From an optimization exercise on the open Yosys and OpenROAD flow, aimed at small area; shortcuts taken in it are not production practice. No run shown here included a check of the RTL's function; only the layout flow was run. No activity file was given, so power comes from the tool's default toggle rates.

**design/flow/flow/run.sh**
```bash
#!/bin/bash
# Standard layout, with smaller port buffers, no dummy clock loads and
# the standard CTS arguments otherwise.
set -euo pipefail
export BUFFER_PORTS_ARGS="-buffer_cell sky130_fd_sc_hd__buf_1"
export CTS_ARGS="-sink_clustering_enable -repair_clock_nets -dont_use_dummy_load"
bash standard.sh finish > standard_flow.log 2>&1
```
**design/flow/standard.sh**
```bash
#!/bin/bash
# synth_recipe.tcl (not shown) runs the flow's synth.tcl, then flattens the netlist and writes it again
# the make line also repeats each setting of config.mk as NAME=value (left out here)
make -C /OpenROAD-flow-scripts/flow DESIGN_CONFIG=/design/flow/config.mk WORK_HOME=/design/flow/orfs CLKGATE_MAP_FILE= SYNTH_SCRIPT=/design/flow/synth_recipe.tcl "${@:-finish}"
```
**design/flow/config.mk**
```make
export PLATFORM = sky130hd
export DESIGN_NAME = atm
export DESIGN_NICKNAME = atm
export VERILOG_FILES = /design/flow/design.v
export SDC_FILE = /design/flow/constraint.sdc
export NUM_CORES = 4
export LEC_CHECK = 0
export CAP_MARGIN = 20
export CORE_MARGIN = 2
export CORE_UTILIZATION = 40
export SLEW_MARGIN = 20
```
**design/flow/constraint.sdc**
```tcl
create_clock -name core_clock -period 6.0 [get_ports {CLK}]
set_input_delay 1.2000 -clock core_clock [delete_from_list [all_inputs] [get_ports {CLK}]]
set_output_delay 1.2000 -clock core_clock [all_outputs]
set_load 0.01 [all_outputs]
```
**design/flow/design.v**
```verilog
module atm
	    (
	    CLK,
	    RESET,
	    TARJETA_RECIBIDA,
	    TIPO_DE_TARJETA,
	    PIN,
	    DIGITO,
	    DIGITO_STB,
	    TIPO_TRANS,
	    MONTO,
	    MONTO_STB,
	    BALANCE_ACTUALIZADO,
	    ENTREGAR_DINERO,
	    FONDOS_INSUFICIENTES,
	    PIN_INCORRECTO,
	    ADVERTENCIA,
	    BLOQUEO
	    );
input
	CLK,
	RESET,			 
	TARJETA_RECIBIDA,
	TIPO_DE_TARJETA,	 
	DIGITO_STB,		 
	TIPO_TRANS,		 
	MONTO_STB;		 
input [15:0] PIN;		 
input [3:0] DIGITO;
input [31:0] MONTO;
output reg
	BALANCE_ACTUALIZADO,
	ENTREGAR_DINERO,
	FONDOS_INSUFICIENTES,
	PIN_INCORRECTO,
	ADVERTENCIA,
	BLOQUEO;
localparam [2:0]
	S_IDLE	= 3'b000,
	S_PIN0	= 3'b001,
	S_PIN1	= 3'b011,
	S_PIN2	= 3'b010,
	S_ID	= 3'b100,
	S_WD	= 3'b101,
	S_DEP	= 3'b110,
	S_BLK	= 3'b111;
reg [2:0] estado;
reg [31:0] BAL_lo;		 
reg [31:0] BAL_hi;		 
reg pendiente;			 
reg [1:0] Contador_PIN;		 
reg [11:0] PIN_usuario;		 
wire in_idle	= (estado == S_IDLE);
wire in_pin	= ~estado[2] & (estado[1] | estado[0]);
wire in_blk	= (estado == S_BLK);
wire in_wd	= (estado == S_WD);
wire in_dep	= (estado == S_DEP);
wire cuarto	= in_pin & DIGITO_STB & (Contador_PIN == 2'd3);
wire igual	= ({PIN_usuario, DIGITO} == PIN);
wire correcto	= cuarto & igual;
wire erroneo	= cuarto & ~igual;
wire usa_monto	= (in_wd | in_dep) & MONTO_STB;
wire resta	= (in_wd & MONTO_STB) | in_idle;	 
wire [31:0] op	= ({32{usa_monto}} & MONTO) ^ {{31{resta}}, in_wd & MONTO_STB};
wire [31:0] suma;
wire acarreo;
add32 u_suma (.a(BAL_lo), .b(op), .ci(pendiente), .s(suma), .co(acarreo));
wire hi_m	= |BAL_hi[30:1];
wire hi_nz	= hi_m | BAL_hi[0] | BAL_hi[31];
wire fb_up	= BAL_hi[0] ^ BAL_hi[1] ^ BAL_hi[2] ^ BAL_hi[22] ^ ~(hi_m | BAL_hi[31]);
wire fb_dn	= BAL_hi[31] ^ BAL_hi[0] ^ BAL_hi[1] ^ BAL_hi[21] ^ ~(hi_m | BAL_hi[0]);
wire mayor	= hi_nz | acarreo;	 
wire cobra	= in_idle & TARJETA_RECIBIDA & TIPO_DE_TARJETA;
wire retira	= in_wd & MONTO_STB & mayor;
wire rechaza	= in_wd & MONTO_STB & ~mayor;
wire deposita	= in_dep & MONTO_STB;
wire limpia	= ~RESET | (in_idle & ~TARJETA_RECIBIDA);
wire guarda	= rechaza | (in_idle & ~TIPO_DE_TARJETA);
wire sube	= ~guarda & ~resta & acarreo;
wire baja	= ~guarda & resta & ~acarreo;
reg [2:0] prox;
always @(*) begin
	prox = estado;
	case (estado)
		S_IDLE:	if (TARJETA_RECIBIDA) prox = S_PIN0;
		S_PIN0:	if (correcto) prox = S_ID; else if (erroneo) prox = S_PIN1;
		S_PIN1:	if (correcto) prox = S_ID; else if (erroneo) prox = S_PIN2;
		S_PIN2:	if (correcto) prox = S_ID; else if (erroneo) prox = S_BLK;
		S_ID:	prox = TIPO_TRANS ? S_WD : S_DEP;
		S_WD:	if (MONTO_STB) prox = S_IDLE;
		S_DEP:	if (MONTO_STB) prox = S_IDLE;
		default: prox = S_BLK;
	endcase
end
always @(posedge CLK) begin
	if (DIGITO_STB)
		PIN_usuario <= {PIN_usuario[7:0], DIGITO};
	if (limpia) begin
		BAL_lo		<= 32'd0;
		BAL_hi		<= 32'd0;
		pendiente	<= 1'b0;
	end else begin
		if (~guarda) begin
			BAL_lo		<= suma;
			pendiente	<= retira;
		end
		if (sube)
			BAL_hi <= {fb_up, BAL_hi[31:1]};
		else if (baja)
			BAL_hi <= {BAL_hi[30:0], fb_dn};
	end
	if (~RESET) begin
		estado			<= S_IDLE;
		Contador_PIN		<= 2'd0;
		BALANCE_ACTUALIZADO	<= 1'b0;
		ENTREGAR_DINERO		<= 1'b0;
		FONDOS_INSUFICIENTES	<= 1'b0;
		PIN_INCORRECTO		<= 1'b0;
		ADVERTENCIA		<= 1'b0;
		BLOQUEO			<= 1'b0;
	end else begin
		estado <= prox;
		if (in_pin & DIGITO_STB)
			Contador_PIN <= Contador_PIN + 2'd1;
		BALANCE_ACTUALIZADO	<= cobra | retira | deposita;
		if (in_idle & TARJETA_RECIBIDA) begin
			ENTREGAR_DINERO		<= 1'b0;
			FONDOS_INSUFICIENTES	<= 1'b0;
		end
		if (retira)
			ENTREGAR_DINERO <= 1'b1;
		if (rechaza)
			FONDOS_INSUFICIENTES <= 1'b1;
		PIN_INCORRECTO	<= erroneo | in_blk;
		ADVERTENCIA	<= erroneo & (estado == S_PIN1);
		BLOQUEO		<= in_blk;
	end
end
endmodule
module add32(input [31:0] a, input [31:0] b, input ci, output [31:0] s, output co);
wire [31:0] p0 = a ^ b;
wire [31:0] g0 = a & b;
wire gz = g0[0] | (p0[0] & ci);
wire G1 = g0[1] | (p0[1] & gz);
wire P1 = p0[1] & p0[0];
wire G2 = g0[3] | (p0[3] & g0[2]);
wire P2 = p0[3] & p0[2];
wire G3 = g0[5] | (p0[5] & g0[4]);
wire P3 = p0[5] & p0[4];
wire G4 = g0[7] | (p0[7] & g0[6]);
wire P4 = p0[7] & p0[6];
wire G5 = g0[9] | (p0[9] & g0[8]);
wire P5 = p0[9] & p0[8];
wire G6 = g0[11] | (p0[11] & g0[10]);
wire P6 = p0[11] & p0[10];
wire G7 = g0[13] | (p0[13] & g0[12]);
wire P7 = p0[13] & p0[12];
wire G8 = g0[15] | (p0[15] & g0[14]);
wire P8 = p0[15] & p0[14];
wire G9 = g0[17] | (p0[17] & g0[16]);
wire P9 = p0[17] & p0[16];
wire G10 = g0[19] | (p0[19] & g0[18]);
wire P10 = p0[19] & p0[18];
wire G11 = g0[21] | (p0[21] & g0[20]);
wire P11 = p0[21] & p0[20];
wire G12 = g0[23] | (p0[23] & g0[22]);
wire P12 = p0[23] & p0[22];
wire G13 = g0[25] | (p0[25] & g0[24]);
wire P13 = p0[25] & p0[24];
wire G14 = g0[27] | (p0[27] & g0[26]);
wire P14 = p0[27] & p0[26];
wire G15 = g0[29] | (p0[29] & g0[28]);
wire P15 = p0[29] & p0[28];
wire G16 = g0[31] | (p0[31] & g0[30]);
wire P16 = p0[31] & p0[30];
wire G17 = G2 | (P2 & G1);
wire P17 = P2 & P1;
wire G18 = G4 | (P4 & G3);
wire P18 = P4 & P3;
wire G19 = G6 | (P6 & G5);
wire P19 = P6 & P5;
wire G20 = G8 | (P8 & G7);
wire P20 = P8 & P7;
wire G21 = G10 | (P10 & G9);
wire P21 = P10 & P9;
wire G22 = G12 | (P12 & G11);
wire P22 = P12 & P11;
wire G23 = G14 | (P14 & G13);
wire P23 = P14 & P13;
wire G24 = G16 | (P16 & G15);
wire P24 = P16 & P15;
wire G25 = G18 | (P18 & G17);
wire P25 = P18 & P17;
wire G26 = G20 | (P20 & G19);
wire P26 = P20 & P19;
wire G27 = G22 | (P22 & G21);
wire P27 = P22 & P21;
wire G28 = G24 | (P24 & G23);
wire P28 = P24 & P23;
wire G29 = G26 | (P26 & G25);
wire P29 = P26 & P25;
wire G30 = G28 | (P28 & G27);
wire P30 = P28 & P27;
wire G31 = G30 | (P30 & G29);
wire P31 = P30 & P29;
wire G32 = G27 | (P27 & G29);
wire P32 = P27 & P29;
wire G33 = G19 | (P19 & G25);
wire P33 = P19 & P25;
wire G34 = G21 | (P21 & G29);
wire P34 = P21 & P29;
wire G35 = G23 | (P23 & G32);
wire P35 = P23 & P32;
wire G36 = G3 | (P3 & G17);
wire P36 = P3 & P17;
wire G37 = G5 | (P5 & G25);
wire P37 = P5 & P25;
wire G38 = G7 | (P7 & G33);
wire P38 = P7 & P33;
wire G39 = G9 | (P9 & G29);
wire P39 = P9 & P29;
wire G40 = G11 | (P11 & G34);
wire P40 = P11 & P34;
wire G41 = G13 | (P13 & G32);
wire P41 = P13 & P32;
wire G42 = G15 | (P15 & G35);
wire P42 = P15 & P35;
wire G43 = g0[2] | (p0[2] & G1);
wire P43 = p0[2] & P1;
wire G44 = g0[4] | (p0[4] & G17);
wire P44 = p0[4] & P17;
wire G45 = g0[6] | (p0[6] & G36);
wire P45 = p0[6] & P36;
wire G46 = g0[8] | (p0[8] & G25);
wire P46 = p0[8] & P25;
wire G47 = g0[10] | (p0[10] & G37);
wire P47 = p0[10] & P37;
wire G48 = g0[12] | (p0[12] & G33);
wire P48 = p0[12] & P33;
wire G49 = g0[14] | (p0[14] & G38);
wire P49 = p0[14] & P38;
wire G50 = g0[16] | (p0[16] & G29);
wire P50 = p0[16] & P29;
wire G51 = g0[18] | (p0[18] & G39);
wire P51 = p0[18] & P39;
wire G52 = g0[20] | (p0[20] & G34);
wire P52 = p0[20] & P34;
wire G53 = g0[22] | (p0[22] & G40);
wire P53 = p0[22] & P40;
wire G54 = g0[24] | (p0[24] & G32);
wire P54 = p0[24] & P32;
wire G55 = g0[26] | (p0[26] & G41);
wire P55 = p0[26] & P41;
wire G56 = g0[28] | (p0[28] & G35);
wire P56 = p0[28] & P35;
wire G57 = g0[30] | (p0[30] & G42);
wire P57 = p0[30] & P42;
wire [32:0] c;
assign c[0] = ci;
assign c[1] = gz;
assign c[2] = G1;
assign c[3] = G43;
assign c[4] = G17;
assign c[5] = G44;
assign c[6] = G36;
assign c[7] = G45;
assign c[8] = G25;
assign c[9] = G46;
assign c[10] = G37;
assign c[11] = G47;
assign c[12] = G33;
assign c[13] = G48;
assign c[14] = G38;
assign c[15] = G49;
assign c[16] = G29;
assign c[17] = G50;
assign c[18] = G39;
assign c[19] = G51;
assign c[20] = G34;
assign c[21] = G52;
assign c[22] = G40;
assign c[23] = G53;
assign c[24] = G32;
assign c[25] = G54;
assign c[26] = G41;
assign c[27] = G55;
assign c[28] = G35;
assign c[29] = G56;
assign c[30] = G42;
assign c[31] = G57;
assign c[32] = G31;
assign s = p0 ^ c[31:0];
assign co = c[32];
endmodule
```
==> metrics.cfg, run 1 <==
[outcome]
outcome = finished clean

[min_path]
holdCritPathClass = reg2reg
worstHoldStart = PIN_usuario[4]

[global_routing]
grt_max_degree = 50
grt_pass1_wl_um = 20900
grt_pass1_vias = 4560
gr-usage-all-layers = 0.173
gr-total-overflow = 0
antenna_found_initial = 0

[routing]
vias = 4593
ant_nets = 0
routedWlPerCell_um = 13.8
drt-initial-drc-count = 322
first_pass_iters = 4
wl_um = 12100
viasPerCell = 5.26
drc_errors = 0

[placement]
dp.cells = 865
pre_cts_slack_ps = 743
dp_hpwl_um = 8650
io_buffers = 64
gp_congestion = 0.798

[cts]
cts_max_path_buffers = 2
root_buffer = clkbuf_16
hold_buffers = 0
cts.sink_count = 88
clk_latency_ps = 340
post-cts-setup-buffers = 0
cts_made_buffers = 9
cts_tree = done
cts_resized = 0
htree_levels = 3
clk_pin_slew_worst_paths_ps = 70

[yosys]
yosysSeqAreaShare = 0.338
yosysUniqueCellTypes = 52
ys_ff_latch = 88
synth_largest_area_cell = dfxtp_1
ys.flop_type = dfxtp_1
synthTopCellsByArea = dfxtp_1, xor2_1, ha_1
syn_nets = 751
synthArstFlopShare = 0
synthCells = 644
synth_edf_count = 12
syn-cell-area_mm2 = 0.00557
yosys_warnings = 1
synth_top_area_frac = 0.273
post_synth.cell_area_avg_um2 = 8.65

[power_and_ir_drop]
pwr-share-clk = 0.117
switching_share = 0.470
p_switching_mw = 1.93
p_per_area_mw_per_mm2 = 659
p_leak_nw = 2.42
ir_drop_mv = 0.291
comb_power_share = 0.663
p_int_mw = 2.18
pwr-share-seq = 0.220

[timing]
period_share = 0.818
worst_slew_pin_slew_ps = 789
hold_slack_ps = 474
period_needed_ps = 4910
setup_viol = 0
finalHoldViolCount = 0
rsz0062_at_grt = no
setup_ws_ps = 1090
max_freq_ghz = 0.204
fin_tns_setup_ps = 0
slew_violations = 0
skew_ps = 15.4
maxSlewHeadroom = 0.474

[final_layout]
nets = 803
stdcell_count = 874
n_antenna_cell = 0
area_delta_synth_final_pct = 11.9
drive_gt1_frac = 0.0533

[floorplan]
die_w_um = 122
start_util = 0.406
rows = 43
fp.dieH_um = 122
coreArea_mm2 = 0.0137
ioPinCount = 65
die_area_mm2 = 0.0149

[worst_setup_path]
critPathLaunchType = input port
crit_required_ps = 6270
cp-startpoint = MONTO_STB
crit_type = in2reg
arrival_ps = 5170
crit_path_max_fanout = 32
regToRegStartpoint = estado[0]
r2r_slack_ps = 1380
end_kind = flop
reg2reg_to = BAL_lo[23]
crit_path_end = BAL_hi[3]
r2r_cells = 18

[run]
cap_viol_max_count = 0

==> sequential cells by signal, indices dropped and copies added (netlist names) <==
name and flops:
estado 3, BLOQUEO 1, ENTREGAR_DINERO 1, PIN_INCORRECTO 1
FONDOS_INSUFICIENTES 1, ADVERTENCIA 1, BAL_hi 32, Contador_PIN 2
BALANCE_ACTUALIZADO 1, PIN_usuario 12, BAL_lo 32, pendiente 1
==> worst min path at each step <==
stage | endpoint | slack (ps) | cells after the start
after CTS | PIN_usuario[8] | 470 | 0
after detailed placement | PIN_usuario[8] | 460 | 0
after global routing | PIN_usuario[9] | 490 | 0
after global placement | PIN_usuario[8] | 450 | 0
final | PIN_usuario[8] | 470 | 0
after floorplan | Contador_PIN[1] | 450 | 2
==> synthesized netlist by cell type (all sizes together), types with 17 or more instances <==
library cell and number:
clkbuf 21, a21oi 68, fa 17, nor2 51
a211oi 17, ha 31, dfxtp 76, nand2 73
xor2 48, o21ai 32, nand3 18, xnor2 21
inv 26
==> placed cells by master (no fill, tap or decap), types with 17 or more instances in the layout <==
master / count
a21oi_1: 68
buf_1: 64
dfxtp_1: 76
fa_1: 17
ha_1: 31
inv_1: 26
nand2_1: 73
nand3_1: 18
nor2_1: 48
o21ai_0: 28
xnor2_1: 21
xor2_1: 48
==> power groups by stage <==
stage | Sequential (mW) | Combinational, mW | Clock [mW]
after detailed placement | 0.914 | 2.73 | 0
final | 0.904 | 2.73 | 0.480
after global placement | 0.906 | 2.63 | 0
after floorplan | 0.860 | 2.26 | 0
after CTS | 0.903 | 2.74 | 0.493
after global routing | 0.930 | 3.11 | 0.512
==> cell type report <==
| class | instances | area, um2 |
|---|---|---|
| multi-input combinational | 495 | 3460 |
| inverter | 26 | 97.6 |
| timing repair buffer | 76 | 343 |
| clock buffer | 9 | 225 |
| fill | 1349 | 7480 |
| sequential | 88 | 1880 |
| tap | 180 | 225 |
==> routing by layer <==
layer | GRT usage | routed length (um) | vias up
met5 | 0 | 0 | -
met2 | 0.277 | 5480 | 83
li1 | - | - | 2339
met3 | 0.0243 | 429 | 16
met1 | 0.235 | 5980 | 2155
met4 | 0.0675 | 190 | 0
==> stage by stage <==
| stage | total power [mW] | area (um2) | utilization |
|---|---|---|---|
| floorplan | 3.12 | 5570 | - |
| global route | 4.55 | 6230 | 0.454 |
| detailed placement | 3.64 | 6010 | 0.438 |
| finish | 4.11 | 6230 | 0.454 |
| CTS | 4.14 | 6230 | 0.454 |
| global placement | 3.54 | 6010 | 0.438 |
==> kinds of logic (layout without fill, tap and decap cells) <==
| family | count (synthesis) | in the layout | share of synthesized area |
|---|---|---|---|
| DFF | 88 | 88 | 0.338 |
| AOI/OAI and AO/OA | 165 | 165 | 0.184 |
| and+or+nand+nor | 197 | 197 | 0.163 |
| buffers and inverters | 61 | 111 | 0.0483 |
| adders and majority gates | 48 | 48 | 0.131 |
| muxes | 16 | 16 | 0.0287 |
| xor gates and xnor gates | 69 | 69 | 0.108 |
==> critical path: stages <==
cell	delay, ps
buf_1	120
nand2_1	130
nor2_1	60
buf_4	160
nor2_4	570
buf_4	280
xor2_1	260
ha_1	310
nand2_1	70
o21ai_0	70
a221oi_1	450
o22ai_1	230
o21ai_1	420
a211o_1	200
buf_4	290
o22ai_1	120
nor3_1	190
==> run 2, diff against run 1 <==
==> design/flow/flow/run.sh (replaced) <==
#!/bin/bash
# Standard layout, with smaller port buffers, no dummy clock loads and
# the standard CTS arguments otherwise.
set -euo pipefail
export BUFFER_PORTS_ARGS="-buffer_cell sky130_fd_sc_hd__buf_1"
export CTS_ARGS="-sink_clustering_enable -repair_clock_nets -dont_use_dummy_load -buf_list sky130_fd_sc_hd__clkbuf_8 -root_buf sky130_fd_sc_hd__clkbuf_8"
bash standard.sh finish > standard_flow.log 2>&1
==> metrics.cfg, run 2 <==
[worst_setup_path]
crit_required_ps = 6230  ; was 6270 ps
end_kind = flop  ; unchanged
critPathLaunchType = input port  ; unchanged
crit_path_max_fanout = 17  ; was 32
arrival_ps = 5110  ; was 5170 ps
crit_type = in2reg  ; unchanged

[power_and_ir_drop]
p_leak_nw = 2.37  ; was 2.42 nW
p_per_area_mw_per_mm2 = 646  ; was 659 mW/mm2
p_total_mw = 3.96  ; was 4.11 mW
ir_drop_mv = 0.290  ; was 0.291 mV

[yosys]
synthCells = 644  ; unchanged
ys_ff_latch = 88  ; unchanged
synth_edf_count = 12  ; unchanged
syn-cell-area_mm2 = 0.00557  ; unchanged
yosysSeqAreaShare = 0.338  ; unchanged
synthTopCellsByArea = dfxtp_1, xor2_1, ha_1  ; unchanged
synthArstFlopShare = 0  ; unchanged
synth_top_area_frac = 0.273  ; unchanged
syn_nets = 751  ; unchanged
synth_most_common_cell = dfxtp_1  ; unchanged
yosys_warnings = 1  ; unchanged
synth_largest_area_cell = dfxtp_1  ; unchanged
ys.flop_type = dfxtp_1  ; unchanged
post_synth.cell_area_avg_um2 = 8.65  ; unchanged
yosysUniqueCellTypes = 52  ; unchanged
synth_common_cells = dfxtp_1, nand2_1, a21oi_1  ; unchanged

[placement]
dp.cells = 865  ; unchanged
io_buffers = 64  ; unchanged
pre_cts_slack_ps = 743  ; unchanged
dp_hpwl_um = 8650  ; unchanged
gp_congestion = 0.798  ; unchanged

[cts]
cts_resized = 0  ; unchanged
htree_levels = 3  ; unchanged
cts.sink_count = 88  ; unchanged
cts_tree = done  ; unchanged
clk_pin_slew_worst_paths_ps = 90  ; was 70 ps
clk_latency_ps = 370  ; was 340 ps
root_buffer = clkbuf_8  ; was clkbuf_16
cts_max_path_buffers = 2  ; unchanged
hold_buffers = 0  ; unchanged
post-cts-setup-buffers = 0  ; unchanged
cts_made_buffers = 9  ; unchanged

[timing]
max_freq_ghz = 0.205  ; was 0.204 GHz
skew_ps = 20.3  ; was 15.4 ps
slew_violations = 0  ; unchanged
setup_viol = 0  ; unchanged
maxSlewHeadroom = 0.464  ; was 0.474
period_share = 0.814  ; was 0.818
worst_slew_pin_slew_ps = 804  ; was 789 ps
finalHoldViolCount = 0  ; unchanged
setup_ws_ps = 1120  ; was 1090 ps
rsz0062_at_grt = no  ; unchanged
fin_tns_setup_ps = 0  ; unchanged
period_needed_ps = 4880  ; was 4910 ps

[final_layout]
stdcell_count = 874  ; unchanged
post-route-util = 0.447  ; was 0.454
top_regs = BAL_hi x32, BAL_lo x32, PIN_usuario x12  ; unchanged
final_common_cell = dfxtp_1  ; unchanged
n_antenna_cell = 0  ; unchanged
nets = 803  ; unchanged
drive_gt1_frac = 0.0533  ; unchanged
area_delta_synth_final_pct = 10.1  ; was 11.9%
final_cell_mix = dfxtp_1, nand2_1, a21oi_1  ; unchanged

[floorplan]
fp.dieH_um = 122  ; unchanged
die_area_mm2 = 0.0149  ; unchanged
ioPinCount = 65  ; unchanged
coreArea_mm2 = 0.0137  ; unchanged
die_w_um = 122  ; unchanged
start_util = 0.406  ; unchanged
rows = 43  ; unchanged

[routing]
wl_um = 12100  ; about the same
vias = 4579  ; was 4593
viasPerCell = 5.24  ; was 5.26
drc_errors = 0  ; unchanged
first_pass_iters = 5  ; was 4
ant_nets = 0  ; unchanged
drt-initial-drc-count = 350  ; was 322
routedWlPerCell_um = 13.8  ; about the same

[outcome]
outcome = finished clean  ; unchanged

[global_routing]
antenna_found_initial = 0  ; unchanged
grt_pass1_vias = 4567  ; was 4560
grt_max_degree = 50  ; unchanged
grt_pass1_wl_um = 21000  ; was 20900 um
gr-usage-all-layers = 0.173  ; about the same
gr-total-overflow = 0  ; unchanged

[run]
cap_viol_max_count = 0  ; unchanged

[min_path]
holdCritPathClass = reg2reg  ; unchanged

## run 2: cell counts after synthesis
Identical to the previous run, type by type.
## run 2: where the power goes
| part | total [mW] | switching (mW) | internal, mW |
|---|---|---|---|
| clock | 0.334 | 0.199 | 0.135 |
| sequential | 0.904 | 0.148 | 0.756 |
| combinational | 2.72 | 1.57 | 1.16 |
## run 2: final cells by class
| cell class | instances | area, um2 |
|---|---|---|
| multi-input combinational | 495 | 3460 |
| fill | 1365 | 7590 |
| tap | 180 | 225 |
| timing repair buffer | 76 | 343 |
| sequential | 88 | 1880 |
| inverter | 26 | 97.6 |
| clock buffer | 9 | 124 |
## run 2: per-stage QoR
step                cell area (um2)  hold WS [ps]
floorplan                      5570           447
global placement               6010           448
detailed placement             6010           457
CTS                            6130           480
global route                   6130           495
finish                         6130           479
## run 2: logic make-up after synthesis
| kind of cell | after synthesis | share of synthesized area |
|---|---|---|
| XOR/XNOR | 69 | 0.108 |
| AND/OR/NAND/NOR | 197 | 0.163 |
| buffers and inverters | 61 | 0.0483 |
| AO/OA/AOI/OAI | 165 | 0.184 |
| flip-flops | 88 | 0.338 |
| adder cells (fa/ha/maj) | 48 | 0.131 |
| multiplexers | 16 | 0.0287 |
## run 2: worst paths after layout
check             startpoint              end  slack (ps)  cells after the start
max                MONTO_STB       BAL_lo[23]        1120                     18
min          Contador_PIN[1]  Contador_PIN[1]         480                      2
max reg2reg        estado[0]       BAL_lo[23]        1340                     18
min reg2reg  Contador_PIN[1]  Contador_PIN[1]         480                      2
## run 2: worst max-delay path, cell delays in order
cell	delay, ps
buf_1	160
nand2_1	120
nor2_2	620
nand2_1	170
xor2_1	190
ha_1	380
o21ai_1	100
a2111oi_0	410
o21ai_1	170
nand2_1	150
a21o_1	130
nand2_1	60
a211o_1	300
o21a_1	200
fa_1	410
xnor2_1	130
mux2i_1	130
nor2_1	50
## run 2: per-layer routing
| layer | global-route usage | vias to the layer above | wire length, um | part of all wire |
|---|---|---|---|---|
| li1 | - | 2336 | - | - |
| met2 | 0.276 | 78 | 5480 | 0.45 |
| met1 | 0.237 | 2152 | 6030 | 0.50 |
| met5 | 0 | - | 0 | 0 |
| met3 | 0.0257 | 13 | 393 | 0.033 |
| met4 | 0.0675 | 0 | 170 | 0.014 |
==> run 3, diff against run 2 <==
==> design/flow/flow/run.sh (replaced) <==
#!/bin/bash
# Standard layout, with smaller port buffers, no dummy clock loads and
# the standard CTS arguments otherwise.
set -euo pipefail
export BUFFER_PORTS_ARGS="-buffer_cell sky130_fd_sc_hd__buf_1"
export CTS_ARGS="-sink_clustering_enable -repair_clock_nets -dont_use_dummy_load -buf_list sky130_fd_sc_hd__clkbuf_4 -root_buf sky130_fd_sc_hd__clkbuf_8"
bash standard.sh finish > standard_flow.log 2>&1
--- a/design/flow/config.mk
+++ b/design/flow/config.mk
@@ -7,5 +7,5 @@
 export LEC_CHECK = 0
 export CAP_MARGIN = 20
 export CORE_MARGIN = 2
-export CORE_UTILIZATION = 40
+export CORE_UTILIZATION = 65
 export SLEW_MARGIN = 20
==> metrics.cfg, run 3 <==
[global_routing]
gr-total-overflow = 0  ; unchanged
gr-usage-all-layers = 0.261  ; was 0.173
grt_pass1_wl_um = 19200  ; was 21000 um
antenna_found_initial = 0  ; unchanged
grt_pass1_vias = 4411  ; was 4567
grt_max_degree = 50  ; unchanged

[routing]
drt-initial-drc-count = 143  ; was 350
vias = 4583  ; was 4579
first_pass_iters = 5  ; unchanged
viasPerCell = 5.76  ; was 5.24
ant_nets = 0  ; unchanged
wl_um = 11400  ; was 12100 um
routedWlPerCell_um = 14.3  ; was 13.8 um
drc_errors = 0  ; unchanged

[timing]
finalHoldViolCount = 0  ; unchanged
period_share = 0.811  ; was 0.814
fin_tns_setup_ps = 0  ; unchanged
maxSlewHeadroom = 0.490  ; was 0.464
period_needed_ps = 4860  ; was 4880 ps
hold_slack_ps = 465  ; was 479 ps
worst_slew_pin_slew_ps = 765  ; was 804 ps
slew_violations = 0  ; unchanged
max_freq_ghz = 0.206  ; was 0.205 GHz
setup_viol = 0  ; unchanged
rsz0062_at_grt = no  ; unchanged
skew_ps = 27.9  ; was 20.3 ps

[cts]
root_buffer = clkbuf_8  ; unchanged
clk_pin_slew_worst_paths_ps = 90  ; about the same
htree_levels = 3  ; unchanged
cts_max_path_buffers = 2  ; unchanged
cts_resized = 0  ; unchanged
hold_buffers = 0  ; unchanged
cts.sink_count = 88  ; unchanged
cts_made_buffers = 9  ; unchanged
post-cts-setup-buffers = 0  ; unchanged
cts_tree = done  ; unchanged
clk_latency_ps = 360  ; was 370 ps

[worst_setup_path]
regToRegStartpoint = estado[2]  ; was estado[0]
crit_required_ps = 6220  ; was 6230 ps
r2r_slack_ps = 1490  ; was 1340 ps
r2r_cells = 18  ; unchanged
reg2reg_to = BAL_lo[23]  ; unchanged
end_kind = flop  ; unchanged
crit_path_max_fanout = 13  ; was 17
arrival_ps = 5090  ; was 5110 ps
critPathLaunchType = input port  ; unchanged
crit_type = in2reg  ; unchanged

[placement]
io_buffers = 64  ; unchanged
dp_hpwl_um = 8190  ; was 8650 um
gp_congestion = 0.870  ; was 0.798

[floorplan]
start_util = 0.675  ; was 0.406
rows = 33  ; was 43
fp.dieH_um = 96.6  ; was 122 um
die_w_um = 96.6  ; was 122 um
coreArea_mm2 = 0.00826  ; was 0.0137 mm2
ioPinCount = 65  ; unchanged
die_area_mm2 = 0.00933  ; was 0.0149 mm2

[final_layout]
top_regs = BAL_hi x32, BAL_lo x32, PIN_usuario x12  ; unchanged
final_common_cell = dfxtp_1  ; unchanged
nets = 800  ; was 803
area_delta_synth_final_pct = 7.97  ; was 10.1%
final_cell_mix = dfxtp_1, nand2_1, a21oi_1  ; unchanged
post-route-util = 0.729  ; was 0.447
drive_gt1_frac = 0.0492  ; was 0.0533
n_antenna_cell = 0  ; unchanged

[outcome]
outcome = finished clean  ; unchanged

[power_and_ir_drop]
switching_share = 0.484  ; was 0.483
pwr-share-seq = 0.228  ; about the same
p_int_mw = 2.04  ; was 2.05 mW
p_switching_mw = 1.91  ; about the same
ir_drop_mv = 0.460  ; was 0.290 mV
pwr-share-clk = 0.082  ; was 0.084
p_per_area_mw_per_mm2 = 656  ; was 646 mW/mm2
p_total_mw = 3.95  ; was 3.96 mW
comb_power_share = 0.690  ; was 0.688
p_leak_nw = 2.35  ; was 2.37 nW

[yosys]
ys.flop_type = dfxtp_1  ; unchanged
synthCells = 644  ; unchanged
yosysSeqAreaShare = 0.338  ; unchanged
syn_nets = 751  ; unchanged
ys_ff_latch = 88  ; unchanged
synth_common_cells = dfxtp_1, nand2_1, a21oi_1  ; unchanged
synthTopCellsByArea = dfxtp_1, xor2_1, ha_1  ; unchanged
post_synth.cell_area_avg_um2 = 8.65  ; unchanged
synthArstFlopShare = 0  ; unchanged
yosys_warnings = 1  ; unchanged
synth_edf_count = 12  ; unchanged
synth_largest_area_cell = dfxtp_1  ; unchanged
synth_most_common_cell = dfxtp_1  ; unchanged
syn-cell-area_mm2 = 0.00557  ; unchanged
synth_top_area_frac = 0.273  ; unchanged
yosysUniqueCellTypes = 52  ; unchanged

[min_path]
hold_depth = 0  ; was 2
min_to = PIN_usuario[5]  ; was Contador_PIN[1]
holdCritPathClass = reg2reg  ; unchanged
worstHoldStart = PIN_usuario[1]  ; was Contador_PIN[1]

[run]
cap_viol_max_count = 0  ; unchanged

[run 3: cell counts after synthesis]
Identical to the previous run, type by type.
[run 3: worst max path at each step]
stage	start	end	slack [ps]	depth (start not counted)
final	MONTO_STB	BAL_lo[23]	1140	19
after global routing	MONTO_STB	BAL_lo[23]	800	19
after CTS	MONTO_STB	BAL_lo[23]	1130	19
after detailed placement	MONTO_STB	BAL_lo[23]	740	19
after global placement	MONTO_STB	BAL_lo[23]	850	19
after floorplan	MONTO_STB	BAL_lo[23]	1300	18
[run 3: final cells by class]
class / instances / area [um2]
Clock buffer: 9 / 124
Fill cell: 652 / 2240
Inverter: 26 / 97.6
Multi-Input combinational cell: 495 / 3460
Sequential cell: 88 / 1880
Tap cell: 105 / 131
Timing Repair Buffer: 73 / 320
[run 3: critical path, cell delays in order]
cell and delay [ps]:
buf_1 170, nand2_1 130, nor2_1 470, nor2_4 210, buf_4 240, xor2_1 180
ha_1 350, nand4_1 140, a2111oi_0 280, o21ai_1 180, nand2_1 150, a21o_1 130
nand2_1 60, a211o_1 290, o21a_1 200, fa_1 400, xnor2_1 130, mux2i_1 130
nor2_1 50
[run 3: kinds of logic after synthesis]
logic type | Yosys count | synth area share
simple gates | 197 | 0.163
compound gates | 165 | 0.184
flops | 88 | 0.338
xor+xnor | 69 | 0.108
buf+inv | 61 | 0.0483
fa+ha+maj | 48 | 0.131
mux | 16 | 0.0287
[run 3: power by group through the flow]
stage / Clock, mW / Sequential [mW] / Combinational [mW]
2_1_floorplan: 0 / 0.860 / 2.26
3_3_place_gp: 0 / 0.906 / 2.60
3_5_place_dp: 0 / 0.911 / 2.72
4_1_cts: 0.333 / 0.899 / 2.73
5_1_grt: 0.352 / 0.926 / 3.07
6_report: 0.325 / 0.899 / 2.73
[run 3: metal layers]
| metal | routed length, um | part of all wire | vias to the layer above | GRT usage |
|---|---|---|---|---|
| li1 | - | - | 2327 | - |
| met1 | 5230 | 0.46 | 2141 | 0.332 |
| met2 | 5460 | 0.48 | 100 | 0.437 |
| met3 | 527 | 0.046 | 15 | 0.0582 |
| met4 | 168 | 0.015 | 0 | 0.0915 |
| met5 | 0 | 0 | - | 0 |
[run 3: metrics by stage]
stage               instances  cell area [um2]  setup WS, ps
finish                    796             6020          1140
detailed placement        787             5890           742
global placement          787             5890           850
CTS                       796             6020          1130
global route              796             6020           802
floorplan                 644             5570          1300
==> run 4, diff against run 3 <==
--- a/design/flow/design.v
+++ b/design/flow/design.v
@@ -78,6 +78,12 @@
 wire guarda	= rechaza | (in_idle & ~TIPO_DE_TARJETA);
 wire sube	= ~guarda & ~resta & acarreo;
 wire baja	= ~guarda & resta & ~acarreo;
+wire h_up	= ~limpia & sube;
+wire h_dn	= ~limpia & baja;
+wire h_keep	= ~limpia & ~sube & ~baja;
+wire [31:0] hi_prox = ({32{h_up}} & {fb_up, BAL_hi[31:1]}) |
+		      ({32{h_dn}} & {BAL_hi[30:0], fb_dn}) |
+		      ({32{h_keep}} & BAL_hi);
 reg [2:0] prox;
 always @(*) begin
 	prox = estado;
@@ -95,19 +101,15 @@
 always @(posedge CLK) begin
 	if (DIGITO_STB)
 		PIN_usuario <= {PIN_usuario[7:0], DIGITO};
+	BAL_hi <= hi_prox;
 	if (limpia) begin
 		BAL_lo		<= 32'd0;
-		BAL_hi		<= 32'd0;
 		pendiente	<= 1'b0;
 	end else begin
 		if (~guarda) begin
 			BAL_lo		<= suma;
 			pendiente	<= retira;
 		end
-		if (sube)
-			BAL_hi <= {fb_up, BAL_hi[31:1]};
-		else if (baja)
-			BAL_hi <= {BAL_hi[30:0], fb_dn};
 	end
 	if (~RESET) begin
 		estado			<= S_IDLE;
==> metrics.cfg, run 4 <==
[timing]
period_needed_ps = 4700  ; was 4860 ps
skew_ps = 28.6  ; was 27.9 ps
period_share = 0.783  ; was 0.811
max_freq_ghz = 0.213  ; was 0.206 GHz
fin_tns_setup_ps = 0  ; unchanged
slew_violations = 0  ; unchanged
finalHoldViolCount = 0  ; unchanged
setup_viol = 0  ; unchanged
rsz0062_at_grt = no  ; unchanged
setup_ws_ps = 1300  ; was 1140 ps
maxSlewHeadroom = 0.299  ; was 0.490
worst_slew_pin_slew_ps = 1050  ; was 765 ps

[floorplan]
die_w_um = 96.1  ; was 96.6 um
die_area_mm2 = 0.00924  ; was 0.00933 mm2
start_util = 0.672  ; was 0.675
rows = 33  ; unchanged
ioPinCount = 65  ; unchanged
coreArea_mm2 = 0.00822  ; was 0.00826 mm2
fp.dieH_um = 96.1  ; was 96.6 um

[worst_setup_path]
regToRegStartpoint = estado[1]  ; was estado[2]
critPathLaunchType = input port  ; unchanged
r2r_cells = 19  ; was 18
end_kind = flop  ; unchanged
crit_path_max_fanout = 37  ; was 13
reg2reg_to = BAL_lo[15]  ; was BAL_lo[23]
cp_slowest_cell = a31oi_4  ; was nor2_1
max_stage_delay_ps = 470  ; about the same
crit_required_ps = 6190  ; was 6220 ps
r2r_slack_ps = 1390  ; was 1490 ps
arrival_ps = 4890  ; was 5090 ps
crit_type = in2reg  ; unchanged
path_cells = buf_1 > nand3_1 > o21a_1 > nor2_4 > buf_4 > xnor2_1 > ha_1 > nand4_1 > nor3_1 > o211ai_1 > a21oi_2 > o211ai_4 > a31oi_4 > buf_12 > mux2i_1 > nor2_1  ; was buf_1 > nand2_1 > nor2_1 > nor2_4 > buf_4 > xor2_1 > ha_1 > nand4_1 > a2111oi_0 > o21ai_1 > nand2_1 > a21o_1 > nand2_1 > a211o_1 > o21a_1 > fa_1 > xnor2_1 > mux2i_1 > nor2_1

[cts]
htree_levels = 3  ; unchanged
root_buffer = clkbuf_8  ; unchanged
clk_latency_ps = 360  ; about the same
cts_made_buffers = 9  ; unchanged
cts_max_path_buffers = 2  ; unchanged
hold_buffers = 0  ; unchanged
cts.sink_count = 88  ; unchanged
clk_pin_slew_worst_paths_ps = 70  ; was 90 ps
post-cts-setup-buffers = 0  ; unchanged
cts_tree = done  ; unchanged
cts_resized = 0  ; unchanged

[final_layout]
seq_area_mm2 = 0.00188  ; unchanged
post-route-util = 0.728  ; was 0.729
nets = 748  ; was 800
area_delta_synth_final_pct = 8.34  ; was 7.97%
final_cell_mix = dfxtp_1, xnor2_1, buf_1  ; was dfxtp_1, nand2_1, a21oi_1
drive_gt1_frac = 0.0579  ; was 0.0492
top_regs = BAL_hi x32, BAL_lo x32, PIN_usuario x12  ; unchanged
multi_input_area_mm2 = 0.00345  ; was 0.00346 mm2
stdcell_count = 744  ; was 796
fill_cells = 652  ; unchanged
final_common_cell = dfxtp_1  ; unchanged
n_antenna_cell = 0  ; unchanged

[yosys]
ys.flop_type = dfxtp_1  ; unchanged
yosysUniqueCellTypes = 54  ; was 52
synth_top_area_frac = 0.276  ; was 0.273
synth_most_common_cell = dfxtp_1  ; unchanged
post_synth.cell_area_avg_um2 = 9.40  ; was 8.65 um2
synthTopCellsByArea = dfxtp_1, xnor2_1, ha_1  ; was dfxtp_1, xor2_1, ha_1
synthCells = 587  ; was 644
synth_edf_count = 12  ; unchanged
ys_ff_latch = 88  ; unchanged
synth_common_cells = dfxtp_1, xnor2_1, nand2_1  ; was dfxtp_1, nand2_1, a21oi_1
yosys_warnings = 1  ; unchanged
syn_nets = 694  ; was 751
synthArstFlopShare = 0  ; unchanged
yosysSeqAreaShare = 0.341  ; was 0.338
syn-cell-area_mm2 = 0.00552  ; was 0.00557 mm2
synth_largest_area_cell = dfxtp_1  ; unchanged

[routing]
wl_um = 11200  ; was 11400 um
drc_errors = 0  ; unchanged
ant_nets = 0  ; unchanged
first_pass_iters = 4  ; was 5
drt-initial-drc-count = 157  ; was 143
vias = 4307  ; was 4583
viasPerCell = 5.79  ; was 5.76
routedWlPerCell_um = 15.0  ; was 14.3 um

[placement]
gp_congestion = 0.847  ; was 0.870
dp_hpwl_um = 8180  ; was 8190 um
io_buffers = 64  ; unchanged
pre_cts_slack_ps = 963  ; was 742 ps
dp.cells = 735  ; was 787

[global_routing]
gr-total-overflow = 0  ; unchanged
grt_pass1_wl_um = 18300  ; was 19200 um
grt_pass1_vias = 4039  ; was 4411
grt_max_degree = 38  ; was 50
gr-usage-all-layers = 0.249  ; was 0.261
antenna_found_initial = 0  ; unchanged

[run]
cap_viol_max_count = 0  ; unchanged

[min_path]
min_to = ENTREGAR_DINERO  ; was PIN_usuario[5]
hold_depth = 2  ; was 0
holdCritPathClass = reg2reg  ; unchanged
worstHoldStart = ENTREGAR_DINERO  ; was PIN_usuario[1]

[power_and_ir_drop]
p_leak_nw = 2.39  ; was 2.35 nW
p_per_area_mw_per_mm2 = 490  ; was 656 mW/mm2
ir_drop_mv = 0.273  ; was 0.460 mV

[outcome]
outcome = finished clean  ; unchanged

run 4: changes by cell type in the layout (fill, tap and decap cells not counted), moves of 16 or more:
cell     delta
a21oi_1    -46
a221o_1    +31
and2_1     +28
o21ai_0    -16
xor2_1     -46
nand2_1    -17
xnor2_1    +46
run 4: logic make-up after synthesis:
family          count (synthesis)  synth area share
buf+inv                        49            0.0406
fa+ha+maj                      48             0.132
xor+xnor                       69             0.109
flops                          88             0.341
mux                            19            0.0345
simple gates                  195             0.176
compound gates                119             0.167
run 4: routing by layer:
| metal | vias up | wire length, um | track usage |
|---|---|---|---|
| met2 | 75 | 5200 | 0.395 |
| met4 | 0 | 182 | 0.0952 |
| met5 | - | 0 | 0 |
| met1 | 2033 | 5350 | 0.345 |
| li1 | 2184 | - | - |
| met3 | 15 | 442 | 0.0337 |
run 4: per-stage QoR:
step / cell area [um2] / power, mW / hold slack, ps
3_3_place_gp: 5860 / 2.53 / 447
6_report: 5980 / 2.93 / 456
3_5_place_dp: 5860 / 2.61 / 450
2_1_floorplan: 5520 / 2.26 / 440
4_1_cts: 5980 / 2.94 / 460
5_1_grt: 5980 / 3.21 / 479
run 4: worst max path at each step:
stage / start / endpoint / slack (ps) / cells after the start
6_report: MONTO_STB / BAL_lo[12] / 1300 / 16
3_3_place_gp: MONTO_STB / BAL_lo[31] / 1080 / 16
5_1_grt: MONTO_STB / BAL_lo[15] / 960 / 19
4_1_cts: MONTO_STB / BAL_lo[15] / 1300 / 19
3_5_place_dp: MONTO_STB / BAL_lo[15] / 960 / 19
2_1_floorplan: MONTO_STB / BAL_lo[23] / 1240 / 18
run 4: cell type report:
class                      count  area share
clock buffer                   9      0.0207
inverter                      19      0.0119
tap                          105      0.0220
timing repair buffer          73      0.0536
sequential                    88       0.315
multi-input combinational    450       0.577
run 4: where the power goes:
| group | internal [mW] | switching [mW] |
|---|---|---|
| clock | 0.135 | 0.186 |
| combinational | 0.799 | 1.03 |
| sequential | 0.694 | 0.0931 |
run 4: worst max-delay path, delay by kind of cell:
kind,cells,cell delay (ps)
and+or+nand+nor,5,910
buffers and inverters,3,740
AOI/OAI and AO/OA,5,1290
xor gates and xnor gates,1,130
adders and majority gates,1,390
muxes,1,200

## separate check: timing with driven ports
In the flow no input, the clock included, has a driving cell. The finished layouts below were timed again as built, in two steps.
Step 1 (the two cells are an assumption about what drives the block):
set clk [get_ports {CLK}]
set_driving_cell -lib_cell sky130_fd_sc_hd__clkbuf_16 $clk
set_driving_cell -lib_cell sky130_fd_sc_hd__buf_2 [delete_from_list [all_inputs] $clk]
Step 2 adds t to the input delays and takes it off the output delays; t is the mean of the earliest and latest rising clock arrival at the registers after step 1. Input paths then give back, and output paths get back, about the clock's delay inside the block.
a / b / c = ideal / step 1 / step 2; a / b = the first two.
run	t, ns	setup slack, ns	clock arrival spread, ns	worst slew at a driven data input, ns
run 1	0.374	1.093 / 1.106 / 0.732	0.016 / 0.016	0.03
run 2	0.391	1.119 / 1.124 / 0.733	0.020 / 0.020	0.03
run 3	0.385	1.136 / 1.148 / 0.763	0.027 / 0.028	0.04
run 4	0.384	1.300 / 1.288 / 0.904	0.029 / 0.029	0.05
After both steps setup and hold are still met in every run listed. The setup slack of run 4, which loses most, moves by -0.012 ns with the drivers and by -0.396 ns with both steps.
